This is an optimization exercise on Yosys and OpenROAD, whose aim is a short achievable clock period and few clock cycles, not a production implementation.
Function was checked by simulation only, so behaviour that the tests miss may differ from the original.
Power figures rest on the tool's default switching activity, not on a simulated workload.

<file path="design/flow/flow/run.sh">
#!/bin/bash
# The standard layout (the standard.sh) with two changes:
#  - synthesis does not map adders onto the library's full/half-adder cells
#    (ADDER_MAP_FILE left empty), so abc restructures the carry logic for
#    speed; registers are unchanged;
#  - every input and output port is still buffered, but with buf_4 instead
#    of the delay-cell buffer buffer_ports picks by itself.
# make's full output goes to make.log in the work folder.
set -euo pipefail
bash standard.sh ADDER_MAP_FILE= "BUFFER_PORTS_ARGS=-buffer_cell sky130_fd_sc_hd__buf_4" finish > make.log 2>&1
</file>
<file path="design/flow/standard.sh">
#!/bin/bash
# synth_recipe.tcl (not shown) runs the flow's synth.tcl, then flattens the netlist and writes it again
# the make line also repeats each setting of config.mk as NAME=value (left out here)
make -C /OpenROAD-flow-scripts/flow DESIGN_CONFIG=/design/flow/config.mk WORK_HOME=/design/flow/orfs CLKGATE_MAP_FILE= SYNTH_SCRIPT=/design/flow/synth_recipe.tcl "${@:-finish}"
</file>
<file path="design/flow/config.mk">
export PLATFORM = sky130hd
export DESIGN_NAME = cpu
export DESIGN_NICKNAME = cpu
export VERILOG_FILES = /design/flow/design.v
export SDC_FILE = /design/flow/constraint.sdc
export NUM_CORES = 4
export LEC_CHECK = 0
export ABC_CLOCK_PERIOD_IN_PS = 2200
export CAP_MARGIN = 20
export CORE_MARGIN = 2
export CORE_UTILIZATION = 40
export SETUP_SLACK_MARGIN = 3.8
export SLEW_MARGIN = 20
</file>
<file path="design/flow/constraint.sdc">
create_clock -name core_clock -period 6.2 [get_ports {clk}]
set_input_delay 1.2400 -clock core_clock [delete_from_list [all_inputs] [get_ports {clk}]]
set_output_delay 1.2400 -clock core_clock [all_outputs]
set_load 0.01 [all_outputs]
</file>
<file path="design/flow/design.v">
module cpu(clk,rst_n, iaddr, instr, wdata, we, addr, re, rdata, hlt);
input clk,rst_n;
input [15:0] instr;
input [15:0] rdata;
output we, re;
output [15:0] iaddr;
output [15:0] addr;
output [15:0] wdata;
output hlt;
function [15:0] satadd;
  input [15:0] a, b;
  reg [15:0] s;
  begin
    s = a + b;
    if (a[15] == b[15] && s[15] != a[15])
      satadd = a[15] ? 16'h8000 : 16'h7fff;
    else
      satadd = s;
  end
endfunction
wire        kill_e;           
wire        redirect_ex;      
wire        redirect_id;      
wire        redirect = kill_e | redirect_ex | redirect_id;
wire [15:0] redirect_pc;
reg         stall_id;         
wire        halt_dec;         
reg         halted;
reg  [15:0] pc;
reg  [15:0] ras;              
wire [15:0] pc1 = pc + 16'd1;
wire [3:0]  if_op    = instr[15:12];
wire        if_jal   = (if_op == 4'hD);
wire        if_br    = (if_op == 4'hC) & (|instr[8:0]);
wire        if_jr    = (if_op == 4'hE);
wire [2:0]  if_cc    = instr[11:9];
wire        if_bra   = (if_op == 4'hC);
wire        if_br_pt = if_bra & ((&if_cc) | (if_cc == 3'b000) | (if_cc == 3'b100) | instr[8]);
wire        pc1_neg  = pc[15] ^ (&pc[14:0]);           
wire [6:0]  hi9_p1   = pc[15:9] + 7'd1;
wire [6:0]  hi9_m1   = pc[15:9] - 7'd1;
wire [3:0]  hi12_p1  = pc[15:12] + 4'd1;
wire [3:0]  hi12_m1  = pc[15:12] - 4'd1;
wire [9:0]  lo9      = {1'b0, pc[8:0]} + {1'b0, instr[8:0]} + 10'd1;
wire [6:0]  hi9      = (instr[8] == lo9[9]) ? pc[15:9] : lo9[9] ? hi9_p1 : hi9_m1;
wire [15:0] raw9     = {hi9, lo9[8:0]};
wire        ovf9     = (pc1_neg == instr[8]) & (raw9[15] != pc1_neg);
wire [15:0] tgt_br   = ovf9 ? (pc1_neg ? 16'h8000 : 16'h7fff) : raw9;
wire [12:0] lo12     = {1'b0, pc[11:0]} + {1'b0, instr[11:0]} + 13'd1;
wire [3:0]  hi12     = (instr[11] == lo12[12]) ? pc[15:12] : lo12[12] ? hi12_p1 : hi12_m1;
wire [15:0] raw12    = {hi12, lo12[11:0]};
wire        ovf12    = (pc1_neg == instr[11]) & (raw12[15] != pc1_neg);
wire [15:0] tgt_jal  = ovf12 ? (pc1_neg ? 16'h8000 : 16'h7fff) : raw12;
wire [15:0] pred_pc  = if_jal ? tgt_jal : if_br_pt ? tgt_br : if_jr ? ras : pc1;
wire        special  = redirect | stall_id;
wire [15:0] spec_pc  = redirect ? redirect_pc : pc;
always @(posedge clk, negedge rst_n)
  if (!rst_n)
    pc <= 16'h0000;
  else
    pc <= special ? spec_pc : pred_pc;
always @(posedge clk, negedge rst_n)
  if (!rst_n)
    ras <= 16'h0000;
  else if (!redirect && !stall_id && if_jal)
    ras <= pc1;
assign iaddr = pc;
wire p_add  = (if_op == 4'h0);
wire p_addz = (if_op == 4'h1);
wire p_sub  = (if_op == 4'h2);
wire p_and  = (if_op == 4'h3);
wire p_nor  = (if_op == 4'h4);
wire p_sll  = (if_op == 4'h5);
wire p_srl  = (if_op == 4'h6);
wire p_sra  = (if_op == 4'h7);
wire p_lw   = (if_op == 4'h8);
wire p_sw   = (if_op == 4'h9);
wire p_lhb  = (if_op == 4'hA);
wire p_llb  = (if_op == 4'hB);
wire p_hlt  = (if_op == 4'hF);
wire p_rr    = p_add | p_addz | p_sub | p_and | p_nor;    
wire p_shift = p_sll | p_srl | p_sra;
wire [3:0] p_ra  = p_lhb ? instr[11:8] : (p_llb | if_jal) ? 4'h0 : instr[7:4];
wire [3:0] p_rb  = p_sw ? instr[11:8] : instr[3:0];
wire [3:0] p_dst = if_jal ? 4'hF : instr[11:8];
wire p_use_a = p_rr | p_shift | p_lw | p_sw;
wire p_use_b = p_rr;
reg         v_d;
reg  [15:0] instr_d;
reg  [15:0] pc1_d;
reg         pt_d;             
reg  [15:0] alt_d;            
reg  [3:0]  ra_d, rb_d, dst_d;
reg         d_rr, d_sum, d_sub, d_and, d_nor, d_sll, d_shr, d_sra, d_lhb, d_wr,
            d_addz, d_lw, d_sw, d_setz, d_setnv, d_br, d_jr, d_hlt, d_jal, d_immls;
always @(posedge clk, negedge rst_n)
  if (!rst_n)
    v_d <= 1'b0;
  else if (redirect || halt_dec || halted)
    v_d <= 1'b0;
  else if (!stall_id)
    v_d <= 1'b1;
always @(posedge clk)
  if (!stall_id) begin
    instr_d <= instr;
    pc1_d   <= pc1;
    pt_d    <= if_br_pt;
    alt_d   <= if_jr ? ras : if_br_pt ? pc1 : tgt_br;
    ra_d    <= p_ra;
    rb_d    <= p_rb;
    dst_d   <= p_dst;
    d_rr    <= p_rr;
    d_sum   <= p_add | p_addz | p_lw | p_sw | p_llb | if_jal;
    d_sub   <= p_sub;
    d_and   <= p_and;
    d_nor   <= p_nor;
    d_sll   <= p_sll;
    d_shr   <= p_srl | p_sra;
    d_sra   <= p_sra;
    d_lhb   <= p_lhb;
    d_wr    <= p_rr | p_shift | p_lw | p_lhb | p_llb | if_jal;
    d_addz  <= p_addz;
    d_lw    <= p_lw;
    d_sw    <= p_sw;
    d_setz  <= p_rr | p_shift;
    d_setnv <= p_add | p_addz | p_sub;
    d_br    <= if_br;
    d_jr    <= if_jr;
    d_hlt   <= p_hlt;
    d_jal   <= if_jal;
    d_immls <= p_lw | p_sw;
  end
reg  [255:16] rf;
wire [255:0]  rf_all = {rf, 16'h0000};
wire [15:0]   rf_a = rf_all[ra_d*16 +: 16];
wire [15:0]   rf_b = rf_all[rb_d*16 +: 16];
reg         v_m_wr;           
reg  [3:0]  dst_m;
reg  [15:0] res_m;
reg         re_m, we_m;
reg  [15:0] wdata_m;
reg         jrl_m;            
reg  [15:0] alt_m;            
reg  [15:0] wb_res;           
assign kill_e = jrl_m & (wb_res != alt_m);
wire [15:0] dm_res = re_m ? rdata : res_m;
wire a_dm = v_m_wr & (dst_m == ra_d) & (|ra_d);
wire b_dm = v_m_wr & (dst_m == rb_d) & (|rb_d);
wire [15:0] a_val = a_dm ? dm_res : rf_a;
wire [15:0] y_val = b_dm ? dm_res : rf_b;
wire [15:0] imm_val = d_immls ? {{12{instr_d[3]}}, instr_d[3:0]} :
                      d_jal   ? pc1_d :
                                {{8{instr_d[7]}}, instr_d[7:0]};
wire [15:0] b_val = d_rr ? y_val : imm_val;
wire [15:0] shmask = d_sll ? (16'hffff >> instr_d[3:0]) : (16'hffff << instr_d[3:0]);
reg         v_e;
reg  [15:0] a_e, b_e, c_e, mask_e;
reg         bypC_e;
reg         aL_e;             
reg         f_sum_e, f_sub_e, f_and_e, f_nor_e, f_sll_e, f_shr_e, f_lhb_e, f_sh_e;
reg         sra_e;
reg  [3:0]  shamt_e;
reg  [3:0]  dst_e;
reg         wr_e, addz_e, lw_e, sw_e, setz_e, setnv_e, br_e, jr_e, pt_e;
reg  [2:0]  cc_e;
reg  [15:0] alt_e;
reg         zf, nf, vf;
wire e_live   = v_e & ~kill_e;
wire e_writes = e_live & wr_e & ~(addz_e & ~zf);
wire jr_defer = aL_e;
assign halt_dec = v_d & d_hlt & ~stall_id & ~redirect_ex & ~kill_e;
always @(posedge clk, negedge rst_n)
  if (!rst_n)
    halted <= 1'b0;
  else if (halt_dec)
    halted <= 1'b1;
wire issue = v_d & ~stall_id & ~redirect_ex & ~kill_e & ~halted;
wire z_e;                     
wire ex_setsflags = v_e & (setz_e | setnv_e);
wire d_zonly      = (instr_d[11:10] == 2'b00);
wire z_now        = (v_e & setz_e) ? z_e : zf;
reg  taken_id;
always @* begin
  case (instr_d[11:9])
    3'b000: taken_id = ~z_now;
    3'b001: taken_id = z_now;
    3'b010: taken_id = ~zf & ~nf;
    3'b011: taken_id = nf;
    3'b100: taken_id = zf | ~nf;
    3'b101: taken_id = nf | zf;
    3'b110: taken_id = vf;
    default: taken_id = 1'b1;
  endcase
end
assign redirect_id = v_d & d_br & (~ex_setsflags | d_zonly) & (taken_id ^ pt_d) & ~redirect_ex & ~kill_e;
always @(posedge clk, negedge rst_n)
  if (!rst_n)
    stall_id <= 1'b0;
  else
    stall_id <= (issue & d_lw & (|dst_d) &
                 ((p_use_a & (p_ra == dst_d)) | (p_use_b & (p_rb == dst_d)))) |
                (issue & d_jr & p_hlt & e_writes & lw_e & (dst_e == ra_d) & (|ra_d));
always @(posedge clk, negedge rst_n)
  if (!rst_n) begin
    v_e <= 1'b0;
  end else begin
    v_e <= issue & ~d_hlt;
  end
wire [15:0] res_e;            
wire bypA_n = e_writes & (dst_e == ra_d) & (|ra_d);
wire bypY_n = e_writes & (dst_e == rb_d) & (|rb_d);
always @(posedge clk) begin
  a_e     <= bypA_n ? res_e : a_val;
  b_e     <= (bypY_n & d_rr) ? res_e : b_val;
  c_e     <= y_val;
  mask_e  <= shmask;
  bypC_e  <= bypY_n;
  aL_e    <= bypA_n & lw_e;
  f_sum_e <= d_sum;
  f_sub_e <= d_sub;
  f_and_e <= d_and;
  f_nor_e <= d_nor;
  f_sll_e <= d_sll;
  f_shr_e <= d_shr;
  f_sh_e  <= d_sll | d_shr;
  f_lhb_e <= d_lhb;
  sra_e   <= d_sra;
  shamt_e <= instr_d[3:0];
  dst_e   <= dst_d;
  wr_e    <= d_wr;
  addz_e  <= d_addz;
  lw_e    <= d_lw;
  sw_e    <= d_sw;
  setz_e  <= d_setz;
  setnv_e <= d_setnv;
  br_e    <= d_br & ex_setsflags & ~d_zonly;    
  jr_e    <= d_jr;
  pt_e    <= pt_d;
  cc_e    <= instr_d[11:9];
  alt_e   <= alt_d;
end
wire [15:0] A = a_e;
wire [15:0] B = b_e;
wire [15:0] Bx  = f_sub_e ? ~B : B;
wire [16:0] sum1 = {A, 1'b1} + {Bx, f_sub_e};
wire [15:0] sum = sum1[16:1];
wire sat_pos = ~A[15] & ~Bx[15] &  sum[15];
wire sat_neg =  A[15] &  Bx[15] & ~sum[15];
wire ovf = sat_pos | sat_neg;
wire [15:0] sum_sat = sat_pos ? 16'h7fff : sat_neg ? 16'h8000 : sum;
wire [15:0] shl = A << shamt_e;
wire        shin = sra_e & A[15];
wire [15:0] shr1 = shamt_e[0] ? {shin, A[15:1]} : A;
wire [15:0] shr2 = shamt_e[1] ? {{2{shin}}, shr1[15:2]} : shr1;
wire [15:0] shr4 = shamt_e[2] ? {{4{shin}}, shr2[15:4]} : shr2;
wire [15:0] shr  = shamt_e[3] ? {{8{shin}}, shr4[15:8]} : shr4;
wire [7:0] lhb_lo = aL_e ? rdata[7:0] : a_e[7:0];
assign res_e = ({16{f_sum_e | f_sub_e}} & sum_sat) |
                    ({16{f_and_e}} & (A & B)) |
                    ({16{f_nor_e}} & ~(A | B)) |
                    ({16{f_sll_e}} & shl) |
                    ({16{f_shr_e}} & shr) |
                    ({16{f_lhb_e}} & {b_e[7:0], lhb_lo});
wire [15:0] c_fwd = bypC_e ? dm_res : c_e;
wire        f_ar_e = f_sum_e | f_sub_e;
wire [15:0] kin    = {A[14:0] | Bx[14:0], f_sub_e};
wire [15:0] zbits  = ({16{f_ar_e}}  & ~(A ^ Bx ^ kin)) |
                     ({16{f_and_e}} & ~(A & B)) |
                     ({16{f_nor_e}} &  (A | B)) |
                     ({16{f_sh_e}}  & ~(A & mask_e));
assign z_e = (&zbits) & ~(f_ar_e & A[15] & Bx[15]);
always @(posedge clk, negedge rst_n)
  if (!rst_n) begin
    zf <= 1'b0; nf <= 1'b0; vf <= 1'b0;
  end else begin
    if (e_live & setz_e)  zf <= z_e;
    if (e_live & setnv_e) begin nf <= ovf ? A[15] : sum[15]; vf <= ovf; end
  end
reg taken;
always @* begin
  case (cc_e)
    3'b000: taken = ~zf;
    3'b001: taken = zf;
    3'b010: taken = ~zf & ~nf;
    3'b011: taken = nf;
    3'b100: taken = zf | ~nf;
    3'b101: taken = nf | zf;
    3'b110: taken = vf;
    default: taken = 1'b1;
  endcase
end
wire jr_neq = (a_e != alt_e);
wire br_mis = e_live & br_e & (taken ^ pt_e);
wire jr_mis = e_live & jr_e & ~jr_defer & jr_neq;
assign redirect_ex = br_mis | jr_mis;
assign redirect_pc = kill_e ? wb_res : redirect_ex ? (jr_e ? a_e : alt_e) : alt_d;
always @(posedge clk, negedge rst_n)
  if (!rst_n) begin
    v_m_wr <= 1'b0;
    re_m   <= 1'b0;
    we_m   <= 1'b0;
    jrl_m  <= 1'b0;
  end else begin
    v_m_wr <= e_writes;
    re_m   <= e_live & lw_e;
    we_m   <= e_live & sw_e;
    jrl_m  <= e_live & jr_e & jr_defer;
  end
always @(posedge clk) begin
  alt_m   <= alt_e;
  wb_res  <= dm_res;
  dst_m   <= dst_e;
  res_m   <= res_e;
  wdata_m <= c_fwd;
end
integer k;
always @(posedge clk)
  for (k = 1; k < 16; k = k + 1)
    if (v_m_wr && (dst_m == k))
      rf[k*16 +: 16] <= dm_res;
assign addr  = res_m;
assign re    = re_m;
assign we    = we_m;
assign wdata = wdata_m;
assign hlt   = halted;
endmodule
</file>
==> results of run 1 <==
worst max-delay path by stage:
stage                     slack, ns  cells after the start     end
final                          2.92                     12  ras[0]
after global routing           2.88                     12  ras[1]
after CTS                      2.99                     12  ras[0]
after detailed placement       1.63                     11   pc[0]
after global placement         1.59                     11   pc[0]
after floorplan                2.64                     11  pc[14]
layout make-up:
class	count	area (µm²)
fillers	6212	35600
multi-input cells	1815	16100
flip-flops and latches	538	14300
repair buffers	354	3610
clock buffers	76	1570
well taps	959	1200
clock inverters	32	365
inverters	60	253
logic make-up (layout without fill, tap and decap cells):
family          after synthesis  in the layout  synth area share [%]
compound gates              682            682                  15.7
xor+xnor                    142            142                  4.26
fa+ha+maj                     7              7                 0.237
buf+inv                     285            522                  4.05
flops                       538            538                  47.9
mux                         320            320                  17.1
simple gates                664            664                  10.9
where the power goes:
group          leakage [nW]  total (mW)  switching (mW)  internal [mW]
Combinational          7.70        5.58            3.08           2.50
Clock                 0.917        3.52            1.52           2.01
Sequential             5.04        5.44           0.798           4.65
state kept, by name, indices dropped and copies added (netlist names), 11 cells and up:
signal	flops
rf	240
a_e	16
alt_d	16
alt_e	16
alt_m	16
b_e	16
c_e	16
mask_e	16
pc1_d	16
pc	16
ras	16
res_m	16
wb_res	16
wdata_m	16
instr_d	11
synthesized netlist by cell type (all sizes together), types with 12 or more instances:
cell type / number
nand2: 158
a31oi: 21
a21o: 18
dfrtp: 43
mux2: 127
a21boi: 23
inv: 58
or2: 20
a221oi: 21
a22oi: 20
mux4: 131
and2: 18
clkbuf: 148
a22o: 36
nand3: 37
xor2: 32
mux2i: 62
o22ai: 18
o21ai: 148
a211oi: 45
or3: 12
and3: 17
nand4: 21
nand2b: 46
dfxtp: 179
nor2: 196
xnor2: 110
nor3: 66
a21oi: 165
o211ai: 22
o31ai: 21
edfxtp: 316
buf: 77
nor2b: 34
layer usage:
metal  vias to the layer above  track usage (%)
met5                         -                0
li1                      10400                -
met3                       250             4.06
met1                     12300             39.2
met2                      1511             44.2
met4                         2             9.88
timing repair:
action	4_1_cts	5_1_grt
endpoints found under the setup margin	194	131
gates resized for setup	381	109
cloned	14	3
buffers inserted	144	52
pin swaps	94	61
per-stage QoR:
step | instances | area [µm²] | power [mW] | setup slack (ns)
global placement | 3513 | 31500 | 9.58 | 1.59
floorplan | 2638 | 30400 | 8.11 | 2.64
global route | 3834 | 37400 | 15.1 | 2.88
finish | 3834 | 37400 | 14.6 | 2.92
CTS | 3779 | 36400 | 14.0 | 2.99
detailed placement | 3513 | 31500 | 9.65 | 1.63
==> flow_metrics.env, run 1 <==
export IMPL_status="no timing/DRC/antenna violations"
export IMPL_cts_tree="done"
export IMPL_htree_levels=2
export IMPL_postCtsHoldBufs=0
export IMPL_holdPathStages=0
export IMPL_final_common_cell="edfxtp_1"
export IMPL_wl_met3_um=10400
export IMPL_clkSinkCount=538
export IMPL_die_w_um=276
export IMPL_grt_pass1_wl_um=157000
export IMPL_initial_core_util_pct=40.4
export IMPL_timing_final_crit_share_pct=52.9
export IMPL_dr_pass1_iters=24
export IMPL_peakVddDrop_uv=268
export IMPL_wl_um=110000
export IMPL_drtAntennaViolNets=0
export IMPL_hold_violations=0
export IMPL_ys_ff_latch=538
export IMPL_setup_viol=0
export IMPL_required_ns=6.72
export IMPL_antenna_found_initial=4
export IMPL_cp_num_buf_inv=4
export IMPL_final_core_util_pct=51.2
export IMPL_crit_path_top_delay_cell="dfxtp_4"
export IMPL_slew_headroom_pct=30.1
export IMPL_yosysWarnings=1
export IMPL_synth_top_cell_area_share_pct=32.1
export IMPL_cp_arrival_ns=3.80
export IMPL_crit_chain="clkinvlp_4 > buf_12 > a31o_4 > o32ai_4 > o21ai_1 > and4b_2 > a31oi_4 > o311ai_4 > and3b_4 > buf_6 > buf_16 > mux2_2"
export IMPL_reg2reg_to="ras[0]"
export IMPL_vias_per_cell=6.38
export IMPL_crit_type="reg2reg"
export IMPL_place_congestion=0.986
export IMPL_avgSynthCellArea_um2=11.2
export IMPL_fp_dieH_um=276
export IMPL_path_max_fanout=8
export IMPL_r2r_start="f_sub_e"
export IMPL_hold_path_end="f_nor_e"
export IMPL_clock_root_buffer="clkbuf_16"
export IMPL_ys_types=98
export IMPL_max_cap_violations=0
export IMPL_slew_viol_final=0
export IMPL_synth_area_leader_cell="edfxtp_1"
export IMPL_dieArea_mm2=0.0761
export IMPL_track_usage_pct=27.9
export IMPL_maxUsedRoutingLayer="met5"
export IMPL_cts_made_buffers=57
export IMPL_r2r_slack_ns=2.92
export IMPL_reg2regPathDepth=12
export IMPL_wl_per_cell_um=28.6
export IMPL_crit_start="f_sub_e"
export IMPL_wl_met1_um=44800
export IMPL_leakage_nw=13.7
export IMPL_route_met2_wl_um=50000
export IMPL_grt_ovfl_total=0
export IMPL_synth_seq_area_share_pct=47.9
export IMPL_drc_errors=0
export IMPL_io_buffers=84
export IMPL_syn_inst=2638
export IMPL_worst_path_dominant_cell_family="compound AO/OA/AOI/OAI gates"
export IMPL_hp_class="reg2reg"
export IMPL_io_pin_count=85
export IMPL_synthArstFlopShare_pct=7.99
export IMPL_clock_skew_ns=0.0694
export IMPL_clockBufferDepth=3
export IMPL_syn_to_final_growth_pct=26.7
export IMPL_synth_edff_count=316
export IMPL_worst_setup_path_end_kind="register"
export IMPL_period_needed_ns=3.28
export IMPL_first_iter_violations=2920
export IMPL_diodes=0
export IMPL_max_freq_mhz=305
export IMPL_vias=24500
export IMPL_synthFlopType="edfxtp_1"
export IMPL_whs_ns=0.319
export IMPL_final_cell_mix="edfxtp_1 (316), buf_4 (247), nor2_1 (171)"
export IMPL_clk_pin_slew_worst_paths_ns=0.06
export IMPL_p_per_area_mw_per_mm2=389
export IMPL_drive_above_1_share_pct=37.3
export IMPL_core_area_mm2=0.0731
export IMPL_ys_top_cells_by_area="edfxtp_1 (32%), dfxtp_1 (12%), mux4_2 (10%)"
export IMPL_worstSkewPairLatency_ns=0.65
export IMPL_dp_hpwl_um=70800
export IMPL_max_stage_delay_ns=0.48
export IMPL_fin_setup_tns_ns=0
export IMPL_grt_pass1_vias=23000
export IMPL_grt_start_max_net_pins=52
export IMPL_min_from="d_nor"
export IMPL_startpoint_type="register"
export IMPL_rsz0062_at_grt="yes"
export IMPL_fin_nets=2860
export IMPL_tightest_slew_ns=1.05
export IMPL_num_rows=99
export IMPL_synth_nets=2672
export IMPL_syn_area_mm2=0.0296
Testbench counts, summed over its fixed seeds: cycles 67,984.
==> inputs of run 2 (changes only) <==
--- a/design/flow/design.v
+++ b/design/flow/design.v
@@ -46,11 +46,9 @@
 wire [15:0] raw9     = {hi9, lo9[8:0]};
 wire        ovf9     = (pc1_neg == instr[8]) & (raw9[15] != pc1_neg);
-wire [15:0] tgt_br   = ovf9 ? (pc1_neg ? 16'h8000 : 16'h7fff) : raw9;
 wire [12:0] lo12     = {1'b0, pc[11:0]} + {1'b0, instr[11:0]} + 13'd1;
 wire [3:0]  hi12     = (instr[11] == lo12[12]) ? pc[15:12] : lo12[12] ? hi12_p1 : hi12_m1;
 wire [15:0] raw12    = {hi12, lo12[11:0]};
 wire        ovf12    = (pc1_neg == instr[11]) & (raw12[15] != pc1_neg);
-wire [15:0] tgt_jal  = ovf12 ? (pc1_neg ? 16'h8000 : 16'h7fff) : raw12;
-wire [15:0] pred_pc  = if_jal ? tgt_jal : if_br_pt ? tgt_br : if_jr ? ras : pc1;
+wire [15:0] pred_pc  = if_jal ? raw12 : if_br_pt ? raw9 : if_jr ? ras : pc1;
 wire        special  = redirect | stall_id;
 wire [15:0] spec_pc  = redirect ? redirect_pc : pc;
@@ -91,4 +89,6 @@
 reg         pt_d;             
 reg  [15:0] alt_d;            
+reg  [15:0] rawb_d;           
+reg         satb_d, satj_d;   
 reg  [3:0]  ra_d, rb_d, dst_d;
 reg         d_rr, d_sum, d_sub, d_and, d_nor, d_sll, d_shr, d_sra, d_lhb, d_wr,
@@ -106,5 +106,8 @@
     pc1_d   <= pc1;
     pt_d    <= if_br_pt;
-    alt_d   <= if_jr ? ras : if_br_pt ? pc1 : tgt_br;
+    alt_d   <= if_jr ? ras : pc1;
+    rawb_d  <= raw9;
+    satb_d  <= ovf9;
+    satj_d  <= ovf12;
     ra_d    <= p_ra;
     rb_d    <= p_rb;
@@ -193,5 +196,13 @@
   endcase
 end
-assign redirect_id = v_d & d_br & (~ex_setsflags | d_zonly) & (taken_id ^ pt_d) & ~redirect_ex & ~kill_e;
+wire        resolv     = ~ex_setsflags | d_zonly;
+wire [15:0] tgt_br_fix = satb_d ? (instr_d[8] ? 16'h8000 : 16'h7fff) : rawb_d;
+wire [15:0] alt_id     = (d_br & ~pt_d) ? tgt_br_fix : alt_d;
+assign redirect_id = v_d & ~redirect_ex & ~kill_e &
+                     ((d_jal & satj_d) |
+                      (d_br & resolv & ((taken_id ^ pt_d) | (taken_id & pt_d & satb_d))) |
+                      (d_br & ~resolv & pt_d & satb_d));
+wire [15:0] id_target  = d_jal ? (instr_d[11] ? 16'h8000 : 16'h7fff) :
+                         (resolv & ~taken_id) ? pc1_d : tgt_br_fix;
 always @(posedge clk, negedge rst_n)
   if (!rst_n)
@@ -238,5 +249,5 @@
   pt_e    <= pt_d;
   cc_e    <= instr_d[11:9];
-  alt_e   <= alt_d;
+  alt_e   <= alt_id;
 end
 wire [15:0] A = a_e;
@@ -294,5 +305,5 @@
 wire jr_mis = e_live & jr_e & ~jr_defer & jr_neq;
 assign redirect_ex = br_mis | jr_mis;
-assign redirect_pc = kill_e ? wb_res : redirect_ex ? (jr_e ? a_e : alt_e) : alt_d;
+assign redirect_pc = kill_e ? wb_res : redirect_ex ? (jr_e ? a_e : alt_e) : id_target;
 always @(posedge clk, negedge rst_n)
   if (!rst_n) begin
==> run 2 against run 1 <==
  * Critical path type unchanged
  * Routed wire length down 2.6%
  * Highest routed layer is now met4
  * Total power up 1.1%
  * Still clean on timing, DRC and antenna
  * Cell count down 2.4%
  * Non-clock buffer count down 17
  * Critical path depth unchanged
  * Sequential share of layout area up 2.2 points
  * Largest power group is now registers
  * Clock skew about the same
==> flow_metrics.env, run 2 <==
export IMPL_num_rows=99
export IMPL_period_needed_ns=3.67
export IMPL_combinationalPowerShare_pct=35.6
export IMPL_grt_pass1_vias=22400
export IMPL_largest_reg_flops=240
export IMPL_ys_ff_latch=557
export IMPL_vias_per_cell=6.18
export IMPL_cp_arrival_ns=4.22
export IMPL_p_int_mw=9.51
export IMPL_clockBufferDepth=3
export IMPL_core_area_mm2=0.0730
export IMPL_synth_compound_area_share_pct=14.1
export IMPL_slew_headroom_pct=32.8
export IMPL_drtAntennaViolNets=0
export IMPL_dr_pass1_iters=7
export IMPL_cts_tree="done"
export IMPL_place_congestion=0.963
export IMPL_ys_types=95
export IMPL_tightest_slew_ns=1.00
export IMPL_cts_made_buffers=60
export IMPL_dieArea_mm2=0.0760
export IMPL_first_iter_violations=2764
export IMPL_postPlaceCellArea_mm2=0.0314
export IMPL_timing_final_crit_share_pct=59.3
export IMPL_syn_to_final_growth_pct=24.8
export IMPL_wl_per_cell_um=28.5
export IMPL_synth_edff_count=335
export IMPL_wl_um=107000
export IMPL_max_freq_mhz=272
export IMPL_fin_setup_tns_ns=0
export IMPL_synth_top_cell_area_share_pct=34.1
export IMPL_switchingPower_mw=5.20
export IMPL_final_cell_mix="edfxtp_1 (335), buf_4 (243), nand2_1 (154)"
export IMPL_avgSynthCellArea_um2=11.6
export IMPL_setup_viol=0
export IMPL_muxShareOfSynthArea_pct=17.8
export IMPL_io_buffers=84
export IMPL_synth_simple_area_share_pct=9.54
export IMPL_grt_ovfl_total=0
export IMPL_hold_violations=0
export IMPL_synth_seq_area_share_pct=49.9
export IMPL_clk_pin_slew_worst_paths_ns=0.07
export IMPL_initial_core_util_pct=40.5
export IMPL_leakage_nw=13.8
export IMPL_track_usage_pct=27.7
export IMPL_clock_skew_ns=0.0691
export IMPL_clkPwrFrac_pct=26.2
export IMPL_regMostFlops="rf"
export IMPL_synthArstFlopShare_pct=7.72
export IMPL_required_ns=6.74
export IMPL_design_area_mm2=0.0368
export IMPL_die_w_um=276
export IMPL_final_common_cell="edfxtp_1"
export IMPL_slew_viol_final=0
export IMPL_netSwitchingFraction_pct=35.4
export IMPL_vias=23100
export IMPL_fp_dieH_um=276
export IMPL_clkSinkCount=557
export IMPL_ys_top_cells_by_area="edfxtp_1 (34%), dfxtp_1 (12%), mux4_2 (11%)"
export IMPL_p_per_area_mw_per_mm2=400
export IMPL_drc_errors=0
export IMPL_dp_hpwl_um=69500
export IMPL_syn_inst=2541
export IMPL_synth_area_leader_cell="edfxtp_1"
export IMPL_synth_top_family_by_area="multiplexers"
export IMPL_p_seq_share_pct=38.2
export IMPL_startpoint_type="register"
export IMPL_io_pin_count=85
export IMPL_max_cap_violations=0
export IMPL_syn_area_mm2=0.0295
export IMPL_clock_root_buffer="clkbuf_16"
export IMPL_yosysWarnings=1
export IMPL_worstSkewPairLatency_ns=0.67
export IMPL_worst_setup_path_end_kind="register"
export IMPL_peakVddDrop_uv=294
export IMPL_synthXorXnorAreaFrac_pct=4.28
export IMPL_rsz0062_at_grt="yes"
export IMPL_synth_nets=2575
export IMPL_yosysMostFrequentCell="edfxtp_1"
export IMPL_hp_class="reg2reg"
export IMPL_path_max_fanout=5
export IMPL_antenna_found_initial=2
export IMPL_synthTopCellsByCount="edfxtp_1 (335), dfxtp_1 (179), nor2_1 (171), nand2_1 (159), clkbuf_1 (156)"
export IMPL_synthFlopType="edfxtp_1"
export IMPL_htree_levels=2
export IMPL_crit_type="reg2reg"
export IMPL_drive_above_1_share_pct=35.9
export IMPL_grt_pass1_wl_um=154000
export IMPL_grt_start_max_net_pins=73
export IMPL_fin_nets=2765
export IMPL_synthAdderAreaFrac_pct=0.610
export IMPL_status="no timing/DRC/antenna violations"
## run 2: cell types whose count changed after synthesis, sizes merged, moves of 17 or more
cell / before / now
a21boi: 23 / 47
nor2: 196 / 171
buf: 77 / 57
edfxtp: 316 / 335
a21oi: 165 / 126
a211oi: 45 / 26
nand2b: 46 / 29
## run 2: repair_timing
action                     CTS  global route
gates cloned                12             1
setup endpoints to repair  158           159
pin swaps                   62            40
hold buffers                 0             0
gates resized for setup    314            72
buffers inserted           157            31
## run 2: kinds of logic (layout without fill, tap and decap cells)
kind of cell,count (synthesis),in the layout
multiplexers,336,336
AO/OA/AOI/OAI,610,613
AND/OR/NAND/NOR,592,593
other,0,2
buffers and inverters,286,522
flip-flops,557,557
adder cells (fa/ha/maj),18,18
XOR/XNOR,142,142
## run 2: cell type report
class / instances / area (µm²)
clock inverters: 24 / 278
diodes: 2 / 5.00
repair buffers: 337 / 3250
well taps: 959 / 1200
multi-input cells: 1702 / 15000
clock buffers: 88 / 1890
flip-flops and latches: 557 / 14900
fillers: 6276 / 36100
inverters: 73 / 290
## run 2: worst paths after layout
check | from | endpoint | slack (ns) | cells after the start
setup / recovery | a_e[10] | pc[9] | 2.53 | 12
max in group asynchronous | rst_n | re_m | 5.03 | 1
min in group asynchronous | rst_n | pc[14] | 0.63 | 1
hold / removal | d_lhb | f_lhb_e | 0.33 | 0
setup reg to reg | a_e[10] | pc[9] | 2.53 | 12
hold reg to reg | d_lhb | f_lhb_e | 0.33 | 0
## run 2: per-stage QoR
step | hold slack, ns | utilization, % | cells | worst slack [ns] | power (mW)
3_3_place_gp | 0.327 | 43.0 | 3427 | 1.25 | 9.61
3_5_place_dp | 0.334 | 43.0 | 3427 | 1.41 | 9.67
6_report | 0.327 | 50.5 | 3742 | 2.53 | 14.7
2_1_floorplan | 0.323 | - | 2541 | 2.56 | 8.11
4_1_cts | 0.318 | 49.7 | 3708 | 2.54 | 14.4
5_1_grt | 0.340 | 50.5 | 3741 | 2.46 | 15.3
## run 2: critical path, cell delays in order, from the launching register on
cell      delay (ns)
dfxtp_4         0.38
xnor2_4         0.16
a21bo_1         0.23
a221oi_4        0.35
o21ai_1         0.12
or4_4           0.44
or4_4           0.48
mux2i_2         0.19
mux2i_2         0.20
o21a_4          0.25
buf_4           0.15
or2_4           0.30
o311ai_4        0.30
## run 2: routing by layer
layer  up-vias  wire length (µm)  track usage (%)
met5         -                 0                0
met3       212              8890             4.51
met1     11700             45400             39.3
li1       9999                 -                -
met2      1177             47900             42.5
met4         0              4470             10.9
## run 2: power by group through the flow
| stage | clock, mW | combinational [mW] | sequential (mW) |
|---|---|---|---|
| final | 3.85 | 5.24 | 5.63 |
| after global routing | 4.04 | 5.55 | 5.67 |
| after CTS | 3.90 | 4.92 | 5.58 |
| after detailed placement | 0 | 3.96 | 5.70 |
| after global placement | 0 | 3.92 | 5.69 |
| after floorplan | 0 | 2.90 | 5.21 |
Testbench counts of run 2, summed over its fixed seeds: cycles 67,984.
==> inputs of run 3 (changes only) <==
--- a/design/flow/config.mk
+++ b/design/flow/config.mk
@@ -6,5 +6,6 @@
 export NUM_CORES = 4
 export LEC_CHECK = 0
-export ABC_CLOCK_PERIOD_IN_PS = 2200
+export ABC_AREA = 1
+export ABC_CLOCK_PERIOD_IN_PS = 1000
 export CAP_MARGIN = 20
 export CORE_MARGIN = 2
==> run 3 against run 2 <==
  * Clock skew shrank 0.045 ns
  * Clock power shrank 8.1%
  * Die area shrank 1.8%
  * Worst hold slack gained 0.033 ns
  * Area after synthesis shrank 1.8%
  * First-iteration DRC count grew 27%
  * Register-to-register slack gained 0.63 ns
  * Sequential cell count is the same
  * Synthesized cell count grew 38%
  * Final area grew 0.69%
  * Still clean on timing, DRC and antenna
  * Cell count grew 27%
  * Combinational power grew 5.2%
==> flow_metrics.env, run 3 <==
export IMPL_clock_root_buffer="clkbuf_16"
export IMPL_synth_edff_count=335
export IMPL_required_ns=6.72
export IMPL_fin_setup_tns_ns=0
export IMPL_crit_path_top_delay_cell="dfxtp_4"
export IMPL_synth_nets=3533
export IMPL_dp_cells=4397
export IMPL_syn_area_mm2=0.0290
export IMPL_max_freq_mhz=329
export IMPL_clk_pin_slew_worst_paths_ns=0.07
export IMPL_vias=27900
export IMPL_dp_hpwl_um=74200
export IMPL_setup_viol=0
export IMPL_cts_tree="done"
export IMPL_slew_viol_final=0
export IMPL_fin_ws_ns=3.16
export IMPL_worst_path_most_repeated_cell="nand2_1"
export IMPL_grt_ovfl_total=0
export IMPL_hold_violations=0
export IMPL_drive_above_1_share_pct=26.4
export IMPL_num_fill_cells=6635
export IMPL_status="no timing/DRC/antenna violations"
export IMPL_io_buffers=84
export IMPL_path_max_fanout=7
export IMPL_postPlaceCellArea_mm2=0.0307
export IMPL_crit_type="reg2reg"
export IMPL_postCtsHoldBufs=0
export IMPL_hp_class="reg2reg"
export IMPL_worstSkewPairLatency_ns=0.64
export IMPL_grt_pass1_wl_um=166000
export IMPL_antenna_found_initial=5
export IMPL_avgSynthCellArea_um2=8.28
export IMPL_regMostFlops="rf"
export IMPL_dr_pass1_iters=6
export IMPL_final_cell_mix="nand2_1 (599), o21ai_0 (352), inv_1 (337)"
export IMPL_largest_reg_flops=240
export IMPL_place_congestion=0.994
export IMPL_synthTopCellsByCount="nand2_1 (733), o21ai_0 (398), inv_1 (394), edfxtp_1 (335), a21oi_1 (252)"
export IMPL_ys_ff_latch=557
export IMPL_synthArstFlopShare_pct=7.72
export IMPL_fin_cells=4758
export IMPL_max_stage_delay_ns=0.37
export IMPL_rsz0062_at_grt="yes"
export IMPL_totalPowerFinal_mw=14.4
export IMPL_wl_um=116000
export IMPL_synth_top_cell_area_share_pct=34.7
export IMPL_max_cap_violations=0
export IMPL_syn_inst=3499
export IMPL_fp_dieH_um=273
export IMPL_slew_headroom_pct=26.9
export IMPL_leakage_nw=15.3
export IMPL_diodes=0
export IMPL_vias_per_cell=5.86
export IMPL_clkSinkCount=557
export IMPL_synth_area_leader_cell="edfxtp_1"
export IMPL_syn_to_final_growth_pct=28.0
export IMPL_tightest_slew_ns=1.09
export IMPL_synth_seq_area_share_pct=50.8
export IMPL_worst_path_dominant_cell_family="simple AND/OR/NAND/NOR gates"
export IMPL_peakVddDrop_uv=287
export IMPL_period_needed_ns=3.04
export IMPL_cp_arrival_ns=3.57
export IMPL_grt_pass1_vias=25500
export IMPL_p_per_area_mw_per_mm2=389
export IMPL_fin_nets=3794
export IMPL_worst_setup_path_end_kind="register"
export IMPL_initial_core_util_pct=40.5
export IMPL_core_area_mm2=0.0716
export IMPL_multiInputGateArea_mm2=0.0140
export IMPL_ys_types=67
export IMPL_num_rows=98
export IMPL_first_iter_violations=3510
export IMPL_regArea_mm2=0.0148
export IMPL_dieArea_mm2=0.0746
export IMPL_yosysMostFrequentCell="nand2_1"
export IMPL_clockBufferDepth=3
export IMPL_clock_skew_ns=0.0243
export IMPL_wl_per_cell_um=24.3
export IMPL_yosysWarnings=1
export IMPL_grt_start_max_net_pins=93
export IMPL_drtAntennaViolNets=0
export IMPL_timing_final_crit_share_pct=49.1
export IMPL_design_area_mm2=0.0371
export IMPL_drc_errors=0
export IMPL_final_common_cell="nand2_1"
export IMPL_ys_top_cells_by_area="edfxtp_1 (35%), dfxtp_1 (12%), nand2_1 (9.5%)"
export IMPL_pre_cts_ws_ns=1.73
export IMPL_htree_levels=2
export IMPL_die_w_um=273
export IMPL_track_usage_pct=29.8
export IMPL_r2r_slack_ns=3.16
export IMPL_cp_num_buf_inv=4
export IMPL_cts_made_buffers=58
export IMPL_io_pin_count=85
export IMPL_synthFlopType="edfxtp_1"
export IMPL_startpoint_type="register"
run 3: metal layers:
| metal | global-route usage, % | vias up | part of all wire, % |
|---|---|---|---|
| li1 | - | 12600 | - |
| met1 | 42.1 | 13200 | 41 |
| met2 | 44.3 | 1734 | 43 |
| met3 | 5.49 | 300 | 11 |
| met4 | 13.3 | 4 | 4.9 |
| met5 | 0 | - | 0.018 |
run 3: repair_timing:
item                                    in CTS  in global routing
gates cloned                                13                  4
endpoints found under the setup margin     153                138
resized for setup                          433                242
buffers inserted                           177                 59
pin swaps                                   89                102
run 3: area by class of cell:
cell class / count / share of cell area [%]
clock buffers: 79 / 4.30
clock inverters: 29 / 0.864
inverters: 410 / 4.56
multi-input cells: 2350 / 37.7
flip-flops and latches: 557 / 40.0
well taps: 950 / 3.20
repair buffers: 378 / 9.25
repair inverters: 5 / 0.128
run 3: report_power, final:
group,internal (mW),switching [mW]
Combinational,2.05,3.46
Clock,2.02,1.52
Sequential,4.80,0.587
run 3: final timing paths:
kind                           end    start  cells after the start
setup reg to reg            pc[13]  f_sub_e                     26
setup / recovery            pc[13]  f_sub_e                     26
max in group asynchronous     re_m    rst_n                      1
hold reg to reg               sw_e     d_sw                      0
min in group asynchronous  ras[12]    rst_n                      1
hold / removal                sw_e     d_sw                      0
run 3: kinds of logic (layout without fill, tap and decap cells):
kind of cell / after synthesis / count (layout) / share of synthesized area (%)
buf+inv: 598 / 901 / 8.03
flops: 557 / 557 / 50.8
mux: 7 / 7 / 0.259
simple gates: 1330 / 1336 / 19.8
compound gates: 949 / 949 / 19.3
xor+xnor: 58 / 58 / 1.80
run 3: stage by stage:
step / hold slack, ns / utilization (%)
4_1_cts: 0.361 / 49.8
6_report: 0.361 / 51.8
5_1_grt: 0.376 / 51.8
2_1_floorplan: 0.323 / -
3_3_place_gp: 0.330 / 42.8
3_5_place_dp: 0.329 / 42.9
==> inputs of run 4 (changes only) <==
--- a/design/flow/design.v
+++ b/design/flow/design.v
@@ -199,10 +199,10 @@
 wire [15:0] tgt_br_fix = satb_d ? (instr_d[8] ? 16'h8000 : 16'h7fff) : rawb_d;
 wire [15:0] alt_id     = (d_br & ~pt_d) ? tgt_br_fix : alt_d;
+wire        br_refetch = d_br & pt_d & satb_d;
 assign redirect_id = v_d & ~redirect_ex & ~kill_e &
-                     ((d_jal & satj_d) |
-                      (d_br & resolv & ((taken_id ^ pt_d) | (taken_id & pt_d & satb_d))) |
-                      (d_br & ~resolv & pt_d & satb_d));
+                     ((d_jal & satj_d) | br_refetch |
+                      (d_br & resolv & (taken_id ^ pt_d)));
 wire [15:0] id_target  = d_jal ? (instr_d[11] ? 16'h8000 : 16'h7fff) :
-                         (resolv & ~taken_id) ? pc1_d : tgt_br_fix;
+                         (pt_d & ~satb_d) ? pc1_d : tgt_br_fix;
 always @(posedge clk, negedge rst_n)
   if (!rst_n)
@@ -245,5 +245,5 @@
   setz_e  <= d_setz;
   setnv_e <= d_setnv;
-  br_e    <= d_br & ex_setsflags & ~d_zonly;    
+  br_e    <= d_br & (~resolv | (pt_d & satb_d));    
   jr_e    <= d_jr;
   pt_e    <= pt_d;
==> run 4 against run 3 <==
  * Still clean
  * Area after synthesis shrank 0.79%
  * Critical path depth fell by 4
  * Via count down 1.2%
  * Sequential cell count is the same
  * Worst hold slack lost 0.019 ns
  * Sequential share of layout area increased by 0.29 points
  * Register-to-register slack about the same
  * Non-clock buffer count rose by 8
  * Total power fell by 1.9%
  * Final area is 0.89% lower
  * Synthesized cell count shrank 1.3%
  * Highest routed layer is now met4
==> flow_metrics.env, run 4 <==
export IMPL_clock_root_buffer="clkbuf_16"
export IMPL_htree_levels=2
export IMPL_slew_viol_final=0
export IMPL_synthTopCellsByCount="nand2_1 (685), o21ai_0 (386), inv_1 (379), edfxtp_1 (335), a21oi_1 (261)"
export IMPL_fin_setup_tns_ns=0
export IMPL_largest_reg_flops=240
export IMPL_hold_violations=0
export IMPL_p_int_mw=8.73
export IMPL_yosysMostFrequentCell="nand2_1"
export IMPL_clkPwrFrac_pct=24.0
export IMPL_place_congestion=1.01
export IMPL_wl_um=112000
export IMPL_crit_chain="buf_6 > clkinvlp_4 > buf_4 > a21oi_1 > nor3_1 > nand2_2 > nand3_2 > nor2_4 > nand4_1 > nand3_1 > nand3_1 > nand2_1 > nand3_2 > nand2_2 > nand2_4 > buf_4 > buf_6 > buf_4 > nand4_1 > nand2_1 > nand3_2 > nand2_1"
export IMPL_switchingPower_mw=5.44
export IMPL_diodes=0
export IMPL_rsz0062_at_grt="yes"
export IMPL_syn_to_final_growth_pct=27.8
export IMPL_synth_top_cell_area_share_pct=35.0
export IMPL_timing_final_crit_share_pct=49.2
export IMPL_synth_nets=3486
export IMPL_die_w_um=272
export IMPL_grt_pass1_vias=25600
export IMPL_status="no timing/DRC/antenna violations"
export IMPL_io_pin_count=85
export IMPL_period_needed_ns=3.05
export IMPL_final_cell_mix="nand2_1 (567), o21ai_0 (350), edfxtp_1 (335)"
export IMPL_num_rows=98
export IMPL_ys_top_cells_by_area="edfxtp_1 (35%), dfxtp_1 (12%), nand2_1 (8.9%)"
export IMPL_syn_area_mm2=0.0288
export IMPL_slew_headroom_pct=31.4
export IMPL_crit_path_top_delay_cell="dfxtp_1"
export IMPL_p_per_area_mw_per_mm2=385
export IMPL_required_ns=6.73
export IMPL_dp_cells=4362
export IMPL_design_area_mm2=0.0368
export IMPL_worst_setup_path_end_kind="register"
export IMPL_cp_arrival_ns=3.58
export IMPL_final_core_util_pct=51.5
export IMPL_leakage_nw=15.1
export IMPL_dieArea_mm2=0.0740
export IMPL_postPlaceCellArea_mm2=0.0307
export IMPL_dr_pass1_iters=6
export IMPL_wl_per_cell_um=23.8
export IMPL_grt_ovfl_total=0
export IMPL_startpoint_type="register"
export IMPL_clk_pin_slew_worst_paths_ns=0.06
export IMPL_drc_errors=0
export IMPL_regArea_mm2=0.0148
export IMPL_max_stage_delay_ns=0.33
export IMPL_path_max_fanout=10
export IMPL_clockBufferDepth=3
export IMPL_max_cap_violations=0
export IMPL_max_freq_mhz=328
export IMPL_tightest_slew_ns=1.02
export IMPL_combinationalPowerShare_pct=37.5
export IMPL_synth_area_leader_cell="edfxtp_1"
export IMPL_antenna_found_initial=0
export IMPL_track_usage_pct=29.3
export IMPL_ys_ff_latch=557
export IMPL_setup_viol=0
export IMPL_hp_class="reg2reg"
export IMPL_ys_types=70
export IMPL_totalPowerFinal_mw=14.2
export IMPL_drtAntennaViolNets=0
export IMPL_regMostFlops="rf"
export IMPL_first_iter_violations=3732
export IMPL_num_fill_cells=6552
export IMPL_cts_tree="done"
export IMPL_peakVddDrop_uv=237
export IMPL_initial_core_util_pct=40.3
export IMPL_yosysWarnings=1
export IMPL_fp_dieH_um=272
export IMPL_synthFlopType="edfxtp_1"
export IMPL_syn_inst=3452
export IMPL_clock_skew_ns=0.0512
export IMPL_fin_nets=3759
export IMPL_final_common_cell="nand2_1"
export IMPL_clkSinkCount=557
export IMPL_grt_pass1_wl_um=164000
export IMPL_worstSkewPairLatency_ns=0.64
export IMPL_synth_edff_count=335
export IMPL_drive_above_1_share_pct=25.8
export IMPL_multiInputGateArea_mm2=0.0137
export IMPL_synth_seq_area_share_pct=51.2
export IMPL_vias=27500
export IMPL_io_buffers=84
export IMPL_dp_hpwl_um=73400
export IMPL_postCtsHoldBufs=0
export IMPL_vias_per_cell=5.83
export IMPL_core_area_mm2=0.0714
export IMPL_grt_start_max_net_pins=76
export IMPL_synthArstFlopShare_pct=7.72
export IMPL_cts_made_buffers=56
export IMPL_crit_type="reg2reg"
export IMPL_fin_cells=4723
export IMPL_avgSynthCellArea_um2=8.33
export IMPL_netSwitchingFraction_pct=38.4
export IMPL_p_seq_share_pct=38.4
-- run 4: power groups by stage --
stage	combinational [mW]	sequential, mW	clock, mW
after floorplan	2.53	5.15	0
after global placement	3.75	5.50	0
after detailed placement	3.76	5.50	0
after CTS	4.68	5.40	3.42
after global routing	5.70	5.47	3.57
final	5.32	5.44	3.41
-- run 4: final cells by class --
cell class / count / area share (%)
Timing Repair inverter: 7 / 0.150
Clock buffer: 82 / 4.32
Tap cell: 950 / 3.23
Sequential cell: 557 / 40.3
Multi-Input combinational cell: 2315 / 37.3
Inverter: 402 / 4.54
Clock inverter: 24 / 0.677
Timing Repair Buffer: 386 / 9.46
-- run 4: path summary, 6_finish.rpt --
| path | slack [ns] | end | start | depth (start not counted) |
|---|---|---|---|---|
| setup reg to reg | 3.15 | pc[14] | a_e[9] | 22 |
| setup / recovery | 3.15 | pc[14] | a_e[9] | 22 |
| hold reg to reg | 0.34 | f_sum_e | d_sum | 0 |
| hold / removal | 0.34 | f_sum_e | d_sum | 0 |
| min in group asynchronous | 0.63 | halted | rst_n | 1 |
| max in group asynchronous | 5.07 | pc[3] | rst_n | 1 |
-- run 4: metrics by stage --
| stage | worst slack, ns | hold WS [ns] |
|---|---|---|
| after floorplan | 3.11 | 0.323 |
| after global placement | 2.09 | 0.325 |
| after detailed placement | 2.02 | 0.327 |
| after CTS | 3.29 | 0.341 |
| after global routing | 3.03 | 0.344 |
| final | 3.15 | 0.341 |
-- run 4: per-layer routing --
metal	global-route usage [%]	share of wire (%)	routed length, µm	up-vias
met4	11.8	4.8	5420	0
met5	0	0	0	-
met1	41.5	41	46500	13100
met2	44.4	43	48800	1584
li1	-	-	-	12500
met3	5.03	10	11600	310
-- run 4: kinds of logic after synthesis --
| group | after synthesis | synth area share [%] |
|---|---|---|
| compound gates | 967 | 19.9 |
| xor+xnor | 66 | 2.04 |
| buf+inv | 585 | 7.91 |
| mux | 5 | 0.178 |
| simple gates | 1272 | 18.8 |
| flops | 557 | 51.2 |
-- run 4: repair_timing --
| item | 4_1_cts | 5_1_grt |
|---|---|---|
| gates resized for setup | 417 | 201 |
| setup endpoints to repair | 158 | 210 |
| buffers inserted | 170 | 69 |
| gates cloned | 15 | 1 |
| pin swaps | 86 | 83 |
-- run 4: worst max-delay path, delay by kind of cell, from the launching register on --
family | cells | cell delay [ns]
compound gates | 1 | 0.14
buf+inv | 6 | 1.01
flops | 1 | 0.33
simple gates | 15 | 1.49
Testbench counts of run 4, summed over its fixed seeds: cycles 67,984.
==> inputs of run 5 (changes only) <==
--- a/design/flow/design.v
+++ b/design/flow/design.v
@@ -179,13 +179,10 @@
     halted <= 1'b1;
 wire issue = v_d & ~stall_id & ~redirect_ex & ~kill_e & ~halted;
-wire z_e;                     
 wire ex_setsflags = v_e & (setz_e | setnv_e);
-wire d_zonly      = (instr_d[11:10] == 2'b00);
-wire z_now        = (v_e & setz_e) ? z_e : zf;
 reg  taken_id;
 always @* begin
   case (instr_d[11:9])
-    3'b000: taken_id = ~z_now;
-    3'b001: taken_id = z_now;
+    3'b000: taken_id = ~zf;
+    3'b001: taken_id = zf;
     3'b010: taken_id = ~zf & ~nf;
     3'b011: taken_id = nf;
@@ -196,5 +193,5 @@
   endcase
 end
-wire        resolv     = ~ex_setsflags | d_zonly;
+wire        resolv     = ~ex_setsflags;
 wire [15:0] tgt_br_fix = satb_d ? (instr_d[8] ? 16'h8000 : 16'h7fff) : rawb_d;
 wire [15:0] alt_id     = (d_br & ~pt_d) ? tgt_br_fix : alt_d;
@@ -280,5 +277,5 @@
                      ({16{f_nor_e}} &  (A | B)) |
                      ({16{f_sh_e}}  & ~(A & mask_e));
-assign z_e = (&zbits) & ~(f_ar_e & A[15] & Bx[15]);
+wire   z_e = (&zbits) & ~(f_ar_e & A[15] & Bx[15]);
 always @(posedge clk, negedge rst_n)
   if (!rst_n) begin
==> run 5 against run 4 <==
  * Sequential cell count unchanged
  * Via count up 4.0%
  * Clock power up 13%
  * Synthesized cell count up 1.1%
  * Combinational power up 16%
  * Clock skew down 0.0076 ns
  * Largest cell class unchanged
==> flow_metrics.env, run 5 <==
export IMPL_clkSinkCount=557
export IMPL_totalPowerFinal_mw=15.4
export IMPL_crit_chain="buf_12 > clkinvlp_4 > buf_8 > nand2_4 > nand2_4 > nand2_4 > nand2_4 > inv_4 > nand2_4 > nor3_4 > nand2_2 > nand2_4 > nand4_4 > nand2_4 > nand3_4 > buf_4 > o21ai_2 > nand2_2 > nand2_4 > nand2_1 > o21ai_2"
export IMPL_max_cap_violations=0
export IMPL_fp_dieH_um=274
export IMPL_worst_setup_path_end_kind="register"
export IMPL_fin_setup_tns_ns=0
export IMPL_ys_top_cells_by_area="edfxtp_1 (34%), dfxtp_1 (12%), nand2_1 (9.0%)"
export IMPL_wl_per_cell_um=24.8
export IMPL_clock_root_buffer="clkbuf_16"
export IMPL_rsz0062_at_grt="yes"
export IMPL_synth_edff_count=335
export IMPL_ys_types=76
export IMPL_clk_pin_slew_worst_paths_ns=0.07
export IMPL_grt_ovfl_total=0
export IMPL_postCtsHoldBufs=0
export IMPL_syn_to_final_growth_pct=30.7
export IMPL_grt_pass1_wl_um=170000
export IMPL_grt_start_max_net_pins=62
export IMPL_startpoint_type="register"
export IMPL_place_congestion=0.975
export IMPL_required_ns=6.72
export IMPL_max_freq_mhz=371
export IMPL_hold_violations=0
export IMPL_track_usage_pct=30.4
export IMPL_antenna_found_initial=5
export IMPL_fin_nets=3834
export IMPL_ys_ff_latch=557
export IMPL_dp_hpwl_um=76000
export IMPL_wl_um=119000
export IMPL_avgSynthCellArea_um2=8.39
export IMPL_drc_errors=0
export IMPL_crit_path_top_delay_cell="dfxtp_4"
export IMPL_tightest_slew_ns=1.08
export IMPL_synth_top_cell_area_share_pct=34.4
export IMPL_htree_levels=2
export IMPL_io_buffers=84
export IMPL_yosysWarnings=1
export IMPL_clockBufferDepth=3
export IMPL_largest_reg_flops=240
export IMPL_core_area_mm2=0.0727
export IMPL_yosysMostFrequentCell="nand2_1"
export IMPL_clock_skew_ns=0.0436
export IMPL_cts_made_buffers=57
export IMPL_dieArea_mm2=0.0753
export IMPL_leakage_nw=15.7
export IMPL_synth_seq_area_share_pct=50.3
export IMPL_drive_above_1_share_pct=29.4
export IMPL_reg2regPathDepth=21
export IMPL_period_needed_ns=2.69
export IMPL_num_rows=99
export IMPL_synth_nets=3523
export IMPL_synth_area_leader_cell="edfxtp_1"
export IMPL_cp_arrival_ns=3.21
export IMPL_dr_pass1_iters=6
export IMPL_cp_depth=21
export IMPL_setup_viol=0
export IMPL_slew_viol_final=0
export IMPL_crit_type="reg2reg"
export IMPL_holdPathStages=0
export IMPL_status="no timing/DRC/antenna violations"
export IMPL_io_pin_count=85
export IMPL_vias_per_cell=5.96
export IMPL_final_common_cell="nand2_1"
export IMPL_final_cell_mix="nand2_1 (557), o21ai_0 (347), edfxtp_1 (335)"
export IMPL_synthArstFlopShare_pct=7.72
export IMPL_worstSkewPairLatency_ns=0.65
export IMPL_synthFlopType="edfxtp_1"
export IMPL_timing_final_crit_share_pct=43.4
export IMPL_vias=28700
export IMPL_initial_core_util_pct=40.3
export IMPL_die_w_um=274
export IMPL_worst_path_dominant_cell_family="simple AND/OR/NAND/NOR gates"
export IMPL_grt_pass1_vias=25700
export IMPL_hp_class="reg2reg"
export IMPL_synthTopCellsByCount="nand2_1 (700), o21ai_0 (420), inv_1 (380), edfxtp_1 (335), nor2_1 (254)"
export IMPL_peakVddDrop_uv=450
export IMPL_cp_num_buf_inv=5
export IMPL_path_max_fanout=8
export IMPL_cts_tree="done"
export IMPL_syn_area_mm2=0.0293
export IMPL_p_per_area_mw_per_mm2=402
export IMPL_first_iter_violations=4614
export IMPL_drtAntennaViolNets=0
export IMPL_syn_inst=3489
export IMPL_slew_headroom_pct=27.8
export IMPL_max_stage_delay_ns=0.37
export IMPL_regMostFlops="rf"
export IMPL_worst_path_most_repeated_cell="nand2_4"
-- run 5: cell count changes after synthesis, sizes merged, moves of 28 or more --
cell	previous run	this run
a21oi	261	228
nand3	214	177
o211ai	71	43
nand2	694	739
o21ai	406	441
o221ai	76	105
-- run 5: timing repair --
action | 4_1_cts | 5_1_grt
resized for setup | 404 | 393
setup endpoints to repair | 200 | 125
pin swaps | 96 | 158
endpoints found under the hold margin | 0 | 0
setup buffers | 179 | 88
gates cloned | 24 | 3
-- run 5: power breakdown --
part | internal (mW) | total [mW] | switching, mW
Sequential | 4.78 | 5.35 | 0.570
Clock | 2.33 | 3.87 | 1.54
Combinational | 2.29 | 6.16 | 3.87
-- run 5: layout make-up --
class | count | area [µm²]
timing repair buffer | 421 | 3990
clock inverter | 30 | 487
sequential | 557 | 14800
clock buffer | 78 | 1620
inverter | 404 | 1670
timing repair inverter | 11 | 77.6
multi-input combinational | 2348 | 14400
fill | 6482 | 34500
antenna | 1 | 2.50
tap | 959 | 1200
-- run 5: path summary, 6_finish.rpt --
| path | startpoint | end | slack, ns |
|---|---|---|---|
| max in group asynchronous | rst_n | we_m | 5.04 |
| min | d_setz | setz_e | 0.34 |
| max | f_sub_e | a_e[14] | 3.51 |
| min in group asynchronous | rst_n | v_m_wr | 0.65 |
| min reg2reg | d_setz | setz_e | 0.34 |
| max reg2reg | f_sub_e | a_e[14] | 3.51 |
-- run 5: layer usage --
layer / global-route usage (%) / share of wire [%] / up-vias
met5: 0 / 0.0084 / -
met4: 11.9 / 4.7 / 2
met3: 6.31 / 12 / 354
met2: 44.8 / 42 / 2037
met1: 43.4 / 41 / 13500
li1: - / - / 12700
-- run 5: stage by stage --
stage | setup WS [ns] | instances | hold slack [ns] | util (%) | instance area [µm²]
floorplan | 3.38 | 3489 | 0.323 | - | 29500
global placement | 2.52 | 4406 | 0.324 | 42.5 | 30900
detailed placement | 2.45 | 4406 | 0.327 | 42.5 | 30900
CTS | 3.58 | 4717 | 0.342 | 49.7 | 36100
global route | 3.41 | 4808 | 0.350 | 52.6 | 38200
finish | 3.51 | 4809 | 0.340 | 52.6 | 38300
-- run 5: kinds of logic after synthesis --
logic type / share of synthesized area, %
AOI/OAI and AO/OA: 19.4
xor gates and xnor gates: 1.86
buffers and inverters: 8.09
DFF: 50.3
muxes: 0.953
and+or+nand+nor: 19.4
Testbench counts of run 5, summed over its fixed seeds: cycles 68,708.
==> inputs of run 6 (changes only) <==
--- a/design/flow/config.mk
+++ b/design/flow/config.mk
@@ -11,4 +11,5 @@
 export CORE_MARGIN = 2
 export CORE_UTILIZATION = 40
+export PLACE_DENSITY = 0.75
 export SETUP_SLACK_MARGIN = 3.8
 export SLEW_MARGIN = 20
==> run 6 against run 5 <==
  * Global-route usage fell by 0.30 points
  * Still clean on timing, DRC and antenna
  * Combinational power is 2% higher
  * Routed wire length shrank 0.11%
  * Sequential share of layout area increased by 0.49 points
  * Die area unchanged
  * First-iteration DRC count increased by 14%
==> flow_metrics.env, run 6 <==
export IMPL_clk_pin_slew_worst_paths_ns=0.06
export IMPL_initial_core_util_pct=40.3
export IMPL_ys_ff_latch=557
export IMPL_clockBufferDepth=3
export IMPL_syn_area_mm2=0.0293
export IMPL_wl_per_cell_um=24.9
export IMPL_clock_skew_ns=0.0323
export IMPL_synth_seq_area_share_pct=50.3
export IMPL_slew_headroom_pct=36.5
export IMPL_die_w_um=274
export IMPL_num_rows=99
export IMPL_synth_nets=3523
export IMPL_core_area_mm2=0.0727
export IMPL_postPlaceCellArea_mm2=0.0309
export IMPL_fin_nets=3818
export IMPL_drtAntennaViolNets=0
export IMPL_num_fill_cells=6317
export IMPL_grt_start_max_net_pins=66
export IMPL_hp_class="reg2reg"
export IMPL_cts_tree="done"
export IMPL_fin_setup_tns_ns=0
export IMPL_worstSkewPairLatency_ns=0.63
export IMPL_ys_types=76
export IMPL_syn_to_final_growth_pct=29.1
export IMPL_drc_errors=0
export IMPL_avgSynthCellArea_um2=8.39
export IMPL_path_max_fanout=39
export IMPL_synth_area_leader_cell="edfxtp_1"
export IMPL_regArea_mm2=0.0148
export IMPL_crit_type="reg2reg"
export IMPL_rsz0062_at_grt="yes"
export IMPL_place_congestion=1.05
export IMPL_io_buffers=84
export IMPL_grt_ovfl_total=0
export IMPL_fin_cells=4789
export IMPL_p_per_area_mw_per_mm2=394
export IMPL_antenna_found_initial=5
export IMPL_syn_inst=3489
export IMPL_io_pin_count=85
export IMPL_dp_hpwl_um=74500
export IMPL_startpoint_type="register"
export IMPL_design_area_mm2=0.0378
export IMPL_synth_edff_count=335
export IMPL_wl_um=119000
export IMPL_drive_above_1_share_pct=28.2
export IMPL_hold_violations=0
export IMPL_diodes=0
export IMPL_dp_cells=4404
export IMPL_worst_setup_path_end_kind="register"
export IMPL_max_freq_mhz=366
export IMPL_vias=29400
export IMPL_ys_top_cells_by_area="edfxtp_1 (34%), dfxtp_1 (12%), nand2_1 (9.0%)"
export IMPL_synthArstFlopShare_pct=7.72
export IMPL_fp_dieH_um=274
export IMPL_cts_made_buffers=56
export IMPL_dr_pass1_iters=7
export IMPL_postCtsHoldBufs=0
export IMPL_clock_root_buffer="clkbuf_16"
export IMPL_grt_pass1_wl_um=170000
export IMPL_synthFlopType="edfxtp_1"
export IMPL_required_ns=6.71
export IMPL_tightest_slew_ns=0.951
export IMPL_peakVddDrop_uv=365
export IMPL_clkSinkCount=557
export IMPL_setup_viol=0
export IMPL_status="no timing/DRC/antenna violations"
export IMPL_dieArea_mm2=0.0753
export IMPL_cp_arrival_ns=3.24
export IMPL_vias_per_cell=6.14
export IMPL_largest_reg_flops=240
export IMPL_synthTopCellsByCount="nand2_1 (700), o21ai_0 (420), inv_1 (380), edfxtp_1 (335), nor2_1 (254)"
export IMPL_synth_top_cell_area_share_pct=34.4
export IMPL_track_usage_pct=30.1
export IMPL_regMostFlops="rf"
export IMPL_htree_levels=2
export IMPL_timing_final_crit_share_pct=44.1
export IMPL_grt_pass1_vias=26400
export IMPL_final_common_cell="nand2_1"
export IMPL_yosysWarnings=1
export IMPL_period_needed_ns=2.73
export IMPL_yosysMostFrequentCell="nand2_1"
export IMPL_slew_viol_final=0
export IMPL_first_iter_violations=5265
export IMPL_whs_ns=0.337
export IMPL_leakage_nw=15.4
export IMPL_final_cell_mix="nand2_1 (545), o21ai_0 (345), edfxtp_1 (335)"
export IMPL_max_cap_violations=0
export IMPL_multiInputGateArea_mm2=0.0143
## run 6: path summary, 6_finish.rpt
| path | to | cells after the start | slack [ns] | from |
|---|---|---|---|---|
| setup / recovery | a_e[8] | 8 | 3.47 | ra_d[2] |
| hold / removal | sw_e | 0 | 0.34 | d_sw |
| setup reg to reg | a_e[8] | 8 | 3.47 | ra_d[2] |
| hold reg to reg | sw_e | 0 | 0.34 | d_sw |
| max in group asynchronous | pc[2] | 1 | 5.00 | rst_n |
| min in group asynchronous | pc[13] | 1 | 0.66 | rst_n |
## run 6: cell type report
class,count,area share [%]
well taps,959,3.18
repair buffers,407,10.6
clock inverters,20,0.411
inverters,404,4.44
clock buffers,84,4.18
multi-input cells,2346,37.9
repair inverters,12,0.232
flip-flops and latches,557,39.1
## run 6: where the power goes
part           switching [mW]  internal (mW)
Combinational            3.98           2.30
Sequential              0.556           4.78
Clock                    1.49           1.81
## run 6: metal layers
layer  part of all wire, %  wire (µm)  GRT usage (%)  vias to the layer above
li1                      -          -              -                    12700
met1                    37      44200           41.0                    13600
met2                    41      49200           44.1                     2645
met3                    15      18200           8.80                      531
met4                   6.3       7550           13.3                        2
met5                 0.016         19              0                        -
## run 6: worst max-delay path, stage by stage (launching register included)
cell and delay [ns]:
edfxtp_1 0.35, buf_6 0.38, inv_1 0.27, buf_4 0.32, a221o_1 0.31, o221ai_1 0.31, nand3_1 0.38, o211ai_1 0.19
nand2_1 0.07
## run 6: metrics by stage
step | power (mW) | utilization, % | setup WS, ns
5_1_grt | 15.4 | 52.0 | 3.41
3_5_place_dp | 9.47 | 42.5 | 2.45
3_3_place_gp | 9.43 | 42.5 | 2.45
6_report | 14.9 | 52.0 | 3.47
2_1_floorplan | 7.82 | - | 3.38
4_1_cts | 13.8 | 49.5 | 3.61
## run 6: repair_timing
action,4_1_cts,5_1_grt
pin swaps,101,109
resized for setup,458,333
endpoints found under the setup margin,187,124
gates cloned,24,3
setup buffers,181,73
## run 6: kinds of logic after synthesis
kind of cell | share of synthesized area [%]
compound gates | 19.4
flops | 50.3
xor+xnor | 1.86
simple gates | 19.4
buf+inv | 8.09
mux | 0.953

static timing again, ports no longer ideal:
Ports are ideal in the flow. The routed layouts listed here were re-timed in OpenROAD.
Step 1 (the two cells are an assumption about what drives the block):
set clk [get_ports {clk}]
set_driving_cell -lib_cell sky130_fd_sc_hd__clkbuf_16 $clk
set_driving_cell -lib_cell sky130_fd_sc_hd__buf_2 [delete_from_list [all_inputs] $clk]
Step 2 also shifts input and output timing later by t, the mid clock arrival at the registers, as if the neighbouring blocks saw the same clock.
Slacks: ideal ports / drivers / drivers and shift; pairs: ideal ports / drivers.
| run | shift t [ns] | slack for setup (ns) | latest minus earliest clock arrival (ns) | worst data-port slew with drivers (ns) | cell pins on the clock port's net |
|---|---|---|---|---|---|
| run 1 | 0.688 | 2.919 / 2.913 / 2.225 | 0.070 / 0.070 | 0.12 | 1 |
| run 2 | 0.696 | 2.526 / 2.526 / 2.134 | 0.069 / 0.069 | 0.06 | 1 |
| run 3 | 0.688 | 3.156 / 3.156 / 2.664 | 0.025 / 0.025 | 0.07 | 1 |
| run 4 | 0.681 | 3.147 / 3.147 / 2.614 | 0.052 / 0.052 | 0.11 | 1 |
| run 5 | 0.697 | 3.506 / 3.506 / 2.847 | 0.045 / 0.045 | 0.07 | 1 |
| run 6 | 0.679 | 3.467 / 3.467 / 2.827 | 0.036 / 0.036 | 0.06 | 1 |
After both steps every run listed still meets setup and hold. For run 1, which loses most, drivers alone change the setup slack by -0.006 ns; drivers and shift together by -0.694 ns.
